What follows belongs to an exercise in optimizing a design on an open flow for small area, a short achievable clock period and few clock cycles per item; a production flow would make more cautious choices.
No run shown here included a check of the RTL's function; only the layout flow was run.

==> flow/design.v, too long to show whole: its modules and the start of the top module <==
// module PixelSolverMultiCore: 6396 lines
// module MandelFA: 4 lines
// module MandelHA: 4 lines
module PixelSolverMultiCore (
  input               io_cmd_valid,
  output              io_cmd_ready,
  input      [27:0]   io_cmd_payload_x,
  input      [27:0]   io_cmd_payload_y,
  output              io_rsp_valid,
  input               io_rsp_ready,
  output     [5:0]    io_rsp_payload_iteration,
  input               clk,
  input               reset
);
  // ...
==> flow/flow/run.sh <==
#!/bin/bash
set -euo pipefail
MARGIN=${MARGIN:-7}
sed "s/SETUP_SLACK_MARGIN=[0-9.]*/SETUP_SLACK_MARGIN=$MARGIN/" standard.sh > standard_margin.sh
bash standard_margin.sh > standard.log 2>&1
==> flow/standard.sh <==
#!/bin/bash
# synth_recipe.tcl (not shown) runs the flow's synth.tcl, then flattens the netlist and writes it again
# the make line also repeats each setting of config.mk as NAME=value (left out here)
make -C /OpenROAD-flow-scripts/flow DESIGN_CONFIG=/design/flow/config.mk WORK_HOME=/design/flow/orfs CLKGATE_MAP_FILE= SYNTH_SCRIPT=/design/flow/synth_recipe.tcl "${@:-finish}"
==> flow/config.mk <==
export PLATFORM = sky130hd
export DESIGN_NAME = PixelSolverMultiCore
export DESIGN_NICKNAME = PixelSolverMultiCore
export VERILOG_FILES = /design/flow/design.v
export SDC_FILE = /design/flow/constraint.sdc
export NUM_CORES = 8
export LEC_CHECK = 0
export CAP_MARGIN = 20
export CORE_MARGIN = 2
export CORE_UTILIZATION = 60
export CTS_BUF_LIST = sky130_fd_sc_hd__clkbuf_16
export CTS_CLUSTER_DIAMETER = 150
export CTS_CLUSTER_SIZE = 24
export SETUP_SLACK_MARGIN = 5
export SLEW_MARGIN = 20
export SYNTH_HIERARCHICAL = 1
==> flow/constraint.sdc <==
create_clock -name core_clock -period 10.0 [get_ports {clk}]
set_input_delay 2.0000 -clock core_clock [delete_from_list [all_inputs] [get_ports {clk}]]
set_output_delay 2.0000 -clock core_clock [all_outputs]
set_load 0.01 [all_outputs]
==> qor.csv, run 1 <==
stage;metric;value;unit
status;status;timing/DRC/antenna clean;
sta;layout_setup_ws;6.60;ns
hold_path;whs_path_depth;0;
finish;dominant_cells;multi-input combinational cells;
hold_path;hold_path_startpoint;p1_x0[3]$_DFF_P_;
routing;firstDrtPassIters;6;
routing;postRouteAntennaNets;0;
finish;largest_reg_flops;48;
synthesis;synth_cell_type_count;82;
grt;grt_pass1_wl;296;mm
placement;placed_area;70000;um^2
critical_path;cp.depth;15;
grt;grt_max_degree;98;
finish;drive_gt1_frac;0.124;
finish;inv_count;627;
sta;holdWs;0.316;ns
finish;top_register;rob_d;
clocking;tritoncts;yes;
clocking;cts_inserted_buffers;54;
sta;fmax;294;MHz
routing;routed-wl-met3;18.1;mm
grt;grt_pass1_vias;48100;
finish;fin_util;0.666;
critical_path;startpoint;wb_v$_DFF_PP0_;
critical_path;startpoint_type;flop;
finish;fin_area;74900;um^2
synthesis;synth_top_family_by_area;adder cells;
die;start_util;0.605;
placement;placed_cells;7437;
synthesis;synth_warnings;7;
sta;timing.final.crit_share;0.340;
grt;grtUsageMet1;0.481;
finish;clock_cell_area_share;0.0195;
finish;num_antenna_cells;0;
grt;antenna_found_initial;3;
sta;slew_headroom;0.341;
==> run 2, diff against run 1 <==
--- a/flow/design.v
+++ b/flow/design.v
@@ -45,16 +45,30 @@
   wire [44:0] snape = (itc[1:0] == 0) ? {zsmall, r0_x[21:0], r0_y[21:0]} : r0_snap;
   wire        live = r0_act & ~r0_lesc;
   wire        fe0 = live & (big | cyc | (itc == 6'd62));    
   wire        f620 = ~big & ~cyc;                           
   wire        fl0 = r0_act & r0_lesc;                       
   wire        pop = o_v & io_rsp_ready;
   wire [2:0] head_n = head + {2'd0, pop};
   wire        byp = wr & (wr_seq == head_n);
+  reg  [5:0]  rob_rd;
+  always @(*) begin
+    case (head_n)
+      3'd0: rob_rd = rob_d[5:0];
+      3'd1: rob_rd = rob_d[11:6];
+      3'd2: rob_rd = rob_d[17:12];
+      3'd3: rob_rd = rob_d[23:18];
+      3'd4: rob_rd = rob_d[29:24];
+      3'd5: rob_rd = rob_d[35:30];
+      3'd6: rob_rd = rob_d[41:36];
+      3'd7: rob_rd = rob_d[47:42];
+      default: rob_rd = 6'd0;
+    endcase
+  end
   wire        wr = wb_v | fl0;
   wire [2:0] wr_seq = wb_v ? wb_seq : r0_seq;
   wire [5:0]  wr_res = wb_v ? wb_res : r0_it;
   wire pp1;
   wire pp2;
   wire pp3;
   wire pp4;
   wire pp5;
@@ -6362,18 +6376,25 @@
       r0_y0 <= p2_y0;
       r0_it <= it_l;
       r0_lesc <= esc_l;
       r0_seq <= p2_seq;
     end
     r0_snap <= p2_snap;
     wb_seq <= p2_seq;
     wb_res <= (bg_l | (f62_l & esc_l)) ? it_l : 6'd63;
-    if (wr) rob_d[wr_seq*6 +: 6] <= wr_res;
-    o_it <= byp ? wr_res : rob_d[head_n*6 +: 6];
+    if (wr & (wr_seq == 3'd0)) rob_d[5:0] <= wr_res;
+    if (wr & (wr_seq == 3'd1)) rob_d[11:6] <= wr_res;
+    if (wr & (wr_seq == 3'd2)) rob_d[17:12] <= wr_res;
+    if (wr & (wr_seq == 3'd3)) rob_d[23:18] <= wr_res;
+    if (wr & (wr_seq == 3'd4)) rob_d[29:24] <= wr_res;
+    if (wr & (wr_seq == 3'd5)) rob_d[35:30] <= wr_res;
+    if (wr & (wr_seq == 3'd6)) rob_d[41:36] <= wr_res;
+    if (wr & (wr_seq == 3'd7)) rob_d[47:42] <= wr_res;
+    o_it <= byp ? wr_res : rob_rd;
     tk_o <= ~reset & free_n & room;
     o_v <= ~reset & (byp | rob_v[head_n]);
   end
   always @(posedge clk or posedge reset) begin
     if (reset) begin
       tk <= 1'b0;
       r0_act <= 1'b0;
       act <= 2'd0;
==> run 2 against run 1 <==
Effect of this change:
- still clean on timing, DRC and antenna
- core utilization shrank 1.1 points
- setup slack better by 0.098 ns
- sequential share of layout area rose by 0.92 points
- clock skew is 0.0084 ns higher
- final area decreased by 3.0%
- cell count down 2.7%
- synthesized cell count decreased by 1.9%
- critical path type is now primary input to flop
- largest cell class unchanged
==> qor.csv, run 2 <==
stage;metric;value;unit;change
die;die_w;339;um;
critical_path;cp_max_fo;6;;
finish;synthToLayoutAreaGrowth;7.96;%;
finish;top_register;rob_d;;
sta;setup_viol;0;;
die;io_pins;68;;
placement;gp_congestion;0.872;;
synthesis;synth_nets;7412;;
placement;dp.final_hpwl;122;mm;
routing;vias;44400;;
status;status;timing/DRC/antenna clean;;
finish;final_common_cell;fa_1;;
synthesis;yosysTopAreaCellShare;0.322;;
die;core_area;111000;um^2;
finish;largest_reg_flops;48;;unchanged
synthesis;synthArstFlopShare;0.0199;;
clocking;clk_pin_slew;0.11;ns;
grt;grt_overflow;0;;
sta;setup_tns;0;ns;
sta;tightest_slew;1.10;ns;
grt;grt_use_total;0.330;;
critical_path;crit_path_frequent_cell;ha_4;;
synthesis;ys_seq_area_frac;0.352;;
synthesis;synth-edff-count;48;;
grt;antenna_found_initial;3;;unchanged
sta;clock_skew;0.0467;ns;
placement;portBuffers;67;;
synthesis;mappedNetlistArea;67300;um^2;
finish;layout_common_cells;fa_1 (1018), dfxtp_1 (1017), nand2_1 (817);;
clocking;cts_buffer_depth;3;;
sta;timing.final.crit_share;0.330;;-0.00978
critical_path;startpoint_type;primary input;;
critical_path;cp_slowest_stage_delay;0.33;ns;
critical_path;rrSetupSlack;6.87;ns;
synthesis;ys_ff_latch;1153;;
critical_path;cpMaxStageDelayCell;ha_4;;
synthesis;synth.most_common_cell;dfxtp_1;;
sta;rsz0062_at_grt;true;;
routing;drc_errors;0;;
critical_path;cp.required;10.62;ns;
sta;fmax;303;MHz;+3.0%
routing;wl_per_cell;25.2;um;
clocking;clock_sinks;1153;;
critical_path;cp_cell_sequence;buf_8, nand2_8, inv_8, ha_4, ha_4, ha_4, mux2_4, a221oi_2, a31oi_1, o22a_1, mux2_4;;
critical_path;end_kind;flop;;
routing;firstDrtPassIters;6;;unchanged
die;rows;122;;
grt;grt_max_degree;90;;-8.2%
die;start_util;0.606;;+0.00117
sta;drv_slew;0;;
synthesis;synth_area_per_cell;11.1;um^2;
routing;wirelength;188;mm;
routing;via_per_inst;5.95;;
clocking;tritoncts;yes;;
run;max-cap-violations;0;;
hold_path;hold_path_class;flop to flop;;
sta;hold_viol;0;;
synthesis;synth_top_area_cell;dfxtp_1;;
finish;drive_gt1_frac;0.0895;;-0.0347
critical_path;crit_arrival;3.92;ns;
grt;grt_pass1_vias;46500;;-3.4%
routing;postRouteAntennaNets;0;;unchanged
die;die_area;115000;um^2;
grt;grt_pass1_wl;286;mm;-3.5%
routing;drt_iter0_markers;4055;;
clocking;root_buffer;clkbuf_16;;
critical_path;critical_path_class;primary input to flop;;
synthesis;synth_area_leaders;dfxtp_1 (32%), fa_1 (32%), xnor2_1 (6.0%), nand2_1 (4.6%), ha_1 (4.1%);;
finish;nets;7302;;
clocking;cts_inserted_buffers;54;;unchanged
sta;finalCriticalPeriod;3.30;ns;
clocking;h-tree-depth;2;;
synthesis;synth_warnings;7;;unchanged
die;die_h;339;um;
sta;slew_headroom;0.259;;-0.0825
synthesis;synthTopCellsByCount;dfxtp_1 (1082), fa_1 (1061), nand2_1 (819);;
clocking;clk-insertion-delay-late;0.73;ns;
synthesis;synth_cell_type_count;74;;-9.8%
synthesis;yosys_most_used_dff;dfxtp_1;;
synthesis;synth_cells;6069;;
==> run 2: kinds of logic (layout without fill, tap and decap cells) <==
kind of cell,Yosys count,count (layout),share of synthesized area
AO/OA/AOI/OAI,895,895,0.0838
XOR/XNOR,517,517,0.0673
adder cells (fa/ha/maj),1283,1283,0.357
buffers and inverters,1007,907,0.0562
flip-flops,1153,1153,0.352
multiplexers,82,82,0.0140
other,0,3,0
AND/OR/NAND/NOR,1132,1132,0.0699
==> run 2: final cells by class <==
class                   count  area, um^2
repair buffers            224        2360
repair inverters            4        30.0
clock buffers              55        1380
well taps                1488        1860
fillers                  8910       38300
clock inverters            11        88.8
multi-input cells        3909       40700
flip-flops and latches   1153       23800
inverters                 613        2370
diodes                      3        7.51
==> run 2: per-module statistics from Yosys, one instance, submodules excluded <==
module | cells | flops+latches
MandelFA | 1 | 0
MandelHA | 1 | 0
PixelSolverMultiCore | 4998 | 1153
==> run 2: per-layer routing <==
layer	global-route usage	vias up	routed length, um
met5	0	-	0
met2	0.501	2282	83600
met1	0.465	22500	78600
met4	0.131	0	8400
met3	0.0695	520	17400
li1	-	19000	-
==> run 2: worst max-delay path, delay by kind of cell <==
family | cells | cell delay [ns]
adders and majority gates | 3 | 0.65
AOI/OAI and AO/OA | 3 | 0.48
muxes | 2 | 0.57
and+or+nand+nor | 1 | 0.07
buffers and inverters | 2 | 0.13
==> run 2: timing repair <==
item,4_1_cts,5_1_grt
setup endpoints to repair,307,204
resized for setup,219,157
setup buffers,31,35
cloned,6,3
pin swaps,73,70
hold buffers,0,0
==> run 2: metrics by stage <==
step | area (um^2) | instances | utilization | hold WS, ns | worst slack, ns
global placement | 69100 | 7315 | 0.623 | 0.310 | 5.24
floorplan | 67400 | 6069 | - | 0.310 | 6.14
global route | 72600 | 7457 | 0.655 | 0.331 | 6.63
finish | 72700 | 7460 | 0.655 | 0.328 | 6.70
CTS | 71700 | 7419 | 0.646 | 0.329 | 6.74
detailed placement | 69100 | 7316 | 0.623 | 0.312 | 5.25
==> run 2: path summary, 6_finish.rpt <==
path | start | end | cells past startpoint
hold / removal | p1_seq[0]$_DFF_P_ | p2_seq[0]$_DFF_P_ | 0
max in group asynchronous | reset | tk$_DFF_PP0_ | 2
hold reg to reg | p1_seq[0]$_DFF_P_ | p2_seq[0]$_DFF_P_ | 0
min in group asynchronous | reset | used[2]$_DFF_PP0_ | 2
setup reg to reg | q1_c2331$_DFF_P_ | q2_s3454$_DFF_P_ | 5
setup / recovery | io_rsp_ready | o_it[0]$_DFF_P_ | 11
==> run 3, diff against run 2 <==
==> flow/flow/run.sh (replaced) <==
#!/bin/bash
set -euo pipefail
MARGIN=${MARGIN:-6.8}
sed "s/SETUP_SLACK_MARGIN=[0-9.]*/SETUP_SLACK_MARGIN=$MARGIN/" standard.sh > standard_margin.sh
bash standard_margin.sh > standard.log 2>&1
==> run 3 against run 2 <==
Effect of this change:
- still clean on timing, DRC and antenna
- flip-flop and latch count unchanged
- setup slack gained 0.017 ns
- core utilization down 1.0 points
- die area unchanged
- via count down 0.14%
- critical path depth stayed put
- sequential share of layout area rose by 0.45 points
- final area decreased by 1.5%
- fmax grew 0.50%
- largest cell class unchanged
==> qor.csv, run 3 <==
stage;metric;value;unit;change
synthesis;mappedNetlistArea;67300;um^2;unchanged
synthesis;ys_ff_latch;1153;;unchanged
synthesis;synth_area_per_cell;11.1;um^2;unchanged
placement;placed_area;69100;um^2;about the same
synthesis;yosysTopAreaCellShare;0.322;;unchanged
routing;firstDrtPassIters;5;;-1
routing;drc_errors;0;;unchanged
grt;grt_max_degree;134;;+49%
critical_path;crit_path_frequent_cell;ha_4;;
sta;tightest_slew;1.18;ns;+0.0832 ns
run;max-cap-violations;0;;unchanged
finish;nets;7267;;-0.48%
synthesis;synth_nets;7412;;unchanged
grt;antenna_found_initial;8;;+5
sta;setup_tns;0;ns;unchanged
synthesis;synth.most_common_cell;dfxtp_1;;
placement;portBuffers;67;;unchanged
die;start_util;0.606;;unchanged
die;die_area;115000;um^2;unchanged
synthesis;synthTopCellsByCount;dfxtp_1 (1082), fa_1 (1061), nand2_1 (819);;
routing;wirelength;190;mm;+0.89%
critical_path;critical_path_class;primary input to flop;;
sta;hold_viol;0;;unchanged
grt;grt_pass1_wl;292;mm;+2.1%
grt;grt_pass1_vias;47300;;+1.9%
routing;drt_iter0_markers;3609;;-11%
sta;slew_headroom;0.211;;-0.0477
sta;fmax;304;MHz;+0.50%
grt;grt_overflow;0;;unchanged
clocking;tritoncts;yes;;
grt;grt_use_total;0.337;;+0.00777
clocking;clk_pin_slew;0.09;ns;-0.02 ns
routing;postRouteAntennaNets;0;;unchanged
finish;fin_area;71500;um^2;-1.5%
hold_path;hold_path_class;flop to flop;;
critical_path;cp_max_fo;6;;unchanged
synthesis;synth_cells;6069;;unchanged
clocking;clk-insertion-delay-late;0.73;ns;about the same
critical_path;cp.required;10.61;ns;about the same
sta;finalCriticalPeriod;3.29;ns;-0.0166 ns
sta;timing.final.crit_share;0.329;;-0.00166
critical_path;end_kind;flop;;
die;core_area;111000;um^2;unchanged
finish;final_common_cell;fa_1;;
synthesis;synth_area_leaders;dfxtp_1 (32%), fa_1 (32%), xnor2_1 (6.0%), nand2_1 (4.6%), ha_1 (4.1%);;
synthesis;synth_top_area_cell;dfxtp_1;;
placement;placed_cells;7311;;-0.068%
die;rows;122;;unchanged
placement;dp.final_hpwl;129;mm;+6.0%
synthesis;ys_seq_area_frac;0.352;;unchanged
die;die_w;339;um;unchanged
critical_path;startpoint;io_rsp_ready;;
synthesis;synth_cell_type_count;74;;unchanged
placement;gp_congestion;0.910;;+4.4%
hold_path;hold_path_startpoint;r0_y0[6]$_DFF_P_;;
critical_path;cp_slowest_stage_delay;0.33;ns;about the same
critical_path;rr_startpoint;r0_xn[19]$_DFF_P_;;
sta;setup_viol;0;;unchanged
clocking;cts_inserted_buffers;54;;unchanged
synthesis;yosys_most_used_dff;dfxtp_1;;
finish;synthToLayoutAreaGrowth;6.31;%;
synthesis;synth_warnings;7;;unchanged
die;die_h;339;um;unchanged
critical_path;crit_arrival;3.90;ns;-0.02 ns
critical_path;startpoint_type;primary input;;
routing;wl_per_cell;25.6;um;+1.4%
finish;largest_reg_flops;48;;unchanged
clocking;h-tree-depth;2;;unchanged
routing;via_per_inst;5.97;;+0.36%
finish;layout_common_cells;fa_1 (1043), dfxtp_1 (1030), nand2_1 (817);;
finish;drive_gt1_frac;0.0698;;-0.0197
status;status;timing/DRC/antenna clean;;
clocking;postCtsHoldBufs;0;;unchanged
finish;top_register;rob_d;;
clocking;root_buffer;clkbuf_16;;
sta;layout_setup_ws;6.71;ns;+0.0166 ns
sta;drv_slew;0;;unchanged
sta;clock_skew;0.0469;ns;+0.000178 ns
clocking;cts_buffer_depth;3;;unchanged
finish;fin_cells;7423;;-0.50%
die;io_pins;68;;unchanged
critical_path;cp_cell_sequence;buf_8, nand2_8, inv_8, ha_4, ha_4, ha_4, mux2_4, a221oi_2, a31oi_1, o22a_1, mux2_4;;
sta;rsz0062_at_grt;true;;
clocking;clock_sinks;1153;;unchanged
routing;vias;44300;;-0.14%
synthesis;synth-edff-count;48;;unchanged
placement;post-place-ws;5.17;ns;-0.0793 ns
synthesis;synthArstFlopShare;0.0199;;unchanged
critical_path;cpMaxStageDelayCell;ha_4;;
run 3: cell count changes in the layout (fill, tap and decap cells not counted), moves of 9 or more:
cell | previous run | this run
dfxtp_1 | 1017 | 1030
inv_4 | 12 | 1
dfxtp_4 | 22 | 13
fa_2 | 43 | 18
fa_1 | 1018 | 1043
buf_12 | 15 | 4
run 3: layer usage:
metal	up-vias	GRT usage	share of wire
met2	2228	0.543	0.47
li1	19000	-	-
met3	629	0.0696	0.084
met1	22500	0.445	0.40
met4	0	0.147	0.050
met5	-	0	0
run 3: modules after synthesis, one instance, submodules excluded:
module | cell area (um^2) | times used
MandelHA | 12.5 | 13
MandelFA | 20.0 | 1058
PixelSolverMultiCore | 46000 | 1
run 3: worst max-delay path, delay by kind of cell:
kind	cells	cell delay (ns)
adders and majority gates	3	0.64
AOI/OAI and AO/OA	3	0.47
buffers and inverters	2	0.14
and+or+nand+nor	1	0.06
muxes	2	0.57
run 3: final timing paths:
kind / endpoint / slack, ns / cells past startpoint
setup / recovery: o_it[0]$_DFF_P_ / 6.71 / 11
hold / removal: p1_y0[6]$_DFF_P_ / 0.32 / 0
setup reg to reg: q1_s3132$_DFF_P_ / 6.73 / 5
hold reg to reg: p1_y0[6]$_DFF_P_ / 0.32 / 0
max in group asynchronous: head[0]$_DFFE_PP0P_ / 7.78 / 3
min in group asynchronous: used[2]$_DFF_PP0_ / 1.79 / 2
run 3: timing repair:
action	in CTS	in global routing
setup buffers	19	23
endpoints found under the setup margin	240	143
resized for setup	103	80
gates cloned	1	1
pin swaps	8	25
run 3: cells by family after synthesis:
group	count (synthesis)	share of synthesized area
xor gates and xnor gates	517	0.0673
buffers and inverters	1007	0.0562
AOI/OAI and AO/OA	895	0.0838
DFF	1153	0.352
muxes	82	0.0140
adders and majority gates	1283	0.357
and+or+nand+nor	1132	0.0699
run 3: final cells by class:
cell class	count	area [um^2]
Multi-Input combinational cell	3909	40300
Fill cell	8863	39400
Sequential cell	1153	23800
Inverter	613	2330
Tap cell	1488	1860
Timing Repair Buffer	191	1780
Clock buffer	54	1350
Clock inverter	11	130
Timing Repair inverter	2	15.0
Antenna cell	2	5.00
run 3: metrics by stage:
step,utilization,hold WS (ns)
after floorplan,-,0.310
after global placement,0.623,0.310
after detailed placement,0.623,0.312
after CTS,0.640,0.322
after global routing,0.645,0.321
final,0.645,0.322

-- static timing again, ports no longer ideal --
In the flow no input, the clock included, has a driving cell. The finished layouts below were timed again as built, in two steps.
Step 1: set_driving_cell puts a clkbuf_16 on clk and a buf_2 on each other input, an assumption about the parent block.
Step 2, shift: input delay + t, output delay - t, t = (earliest + latest rising clock arrival at the registers) / 2. This alone moves slack from input paths to output paths.
a / b / c = no drivers / after step 1 / after step 2; a / b = the first two.
run	t, ns	setup slack, ns	hold slack, ns	clock arrival spread, ns	worst data-port slew with drivers (ns)
run 1	0.793	6.600 / 6.600 / 6.266	0.316 / 0.316 / 0.316	0.050 / 0.050	0.12
run 2	0.784	6.698 / 6.726 / 5.955	0.328 / 0.328 / 0.328	0.047 / 0.047	0.08
run 3	0.784	6.714 / 6.697 / 5.966	0.322 / 0.322 / 0.322	0.048 / 0.048	0.11
After both steps every run listed still meets setup and hold. The setup slack of run 3, which loses most, moves by -0.017 ns with the drivers and by -0.748 ns with both steps.
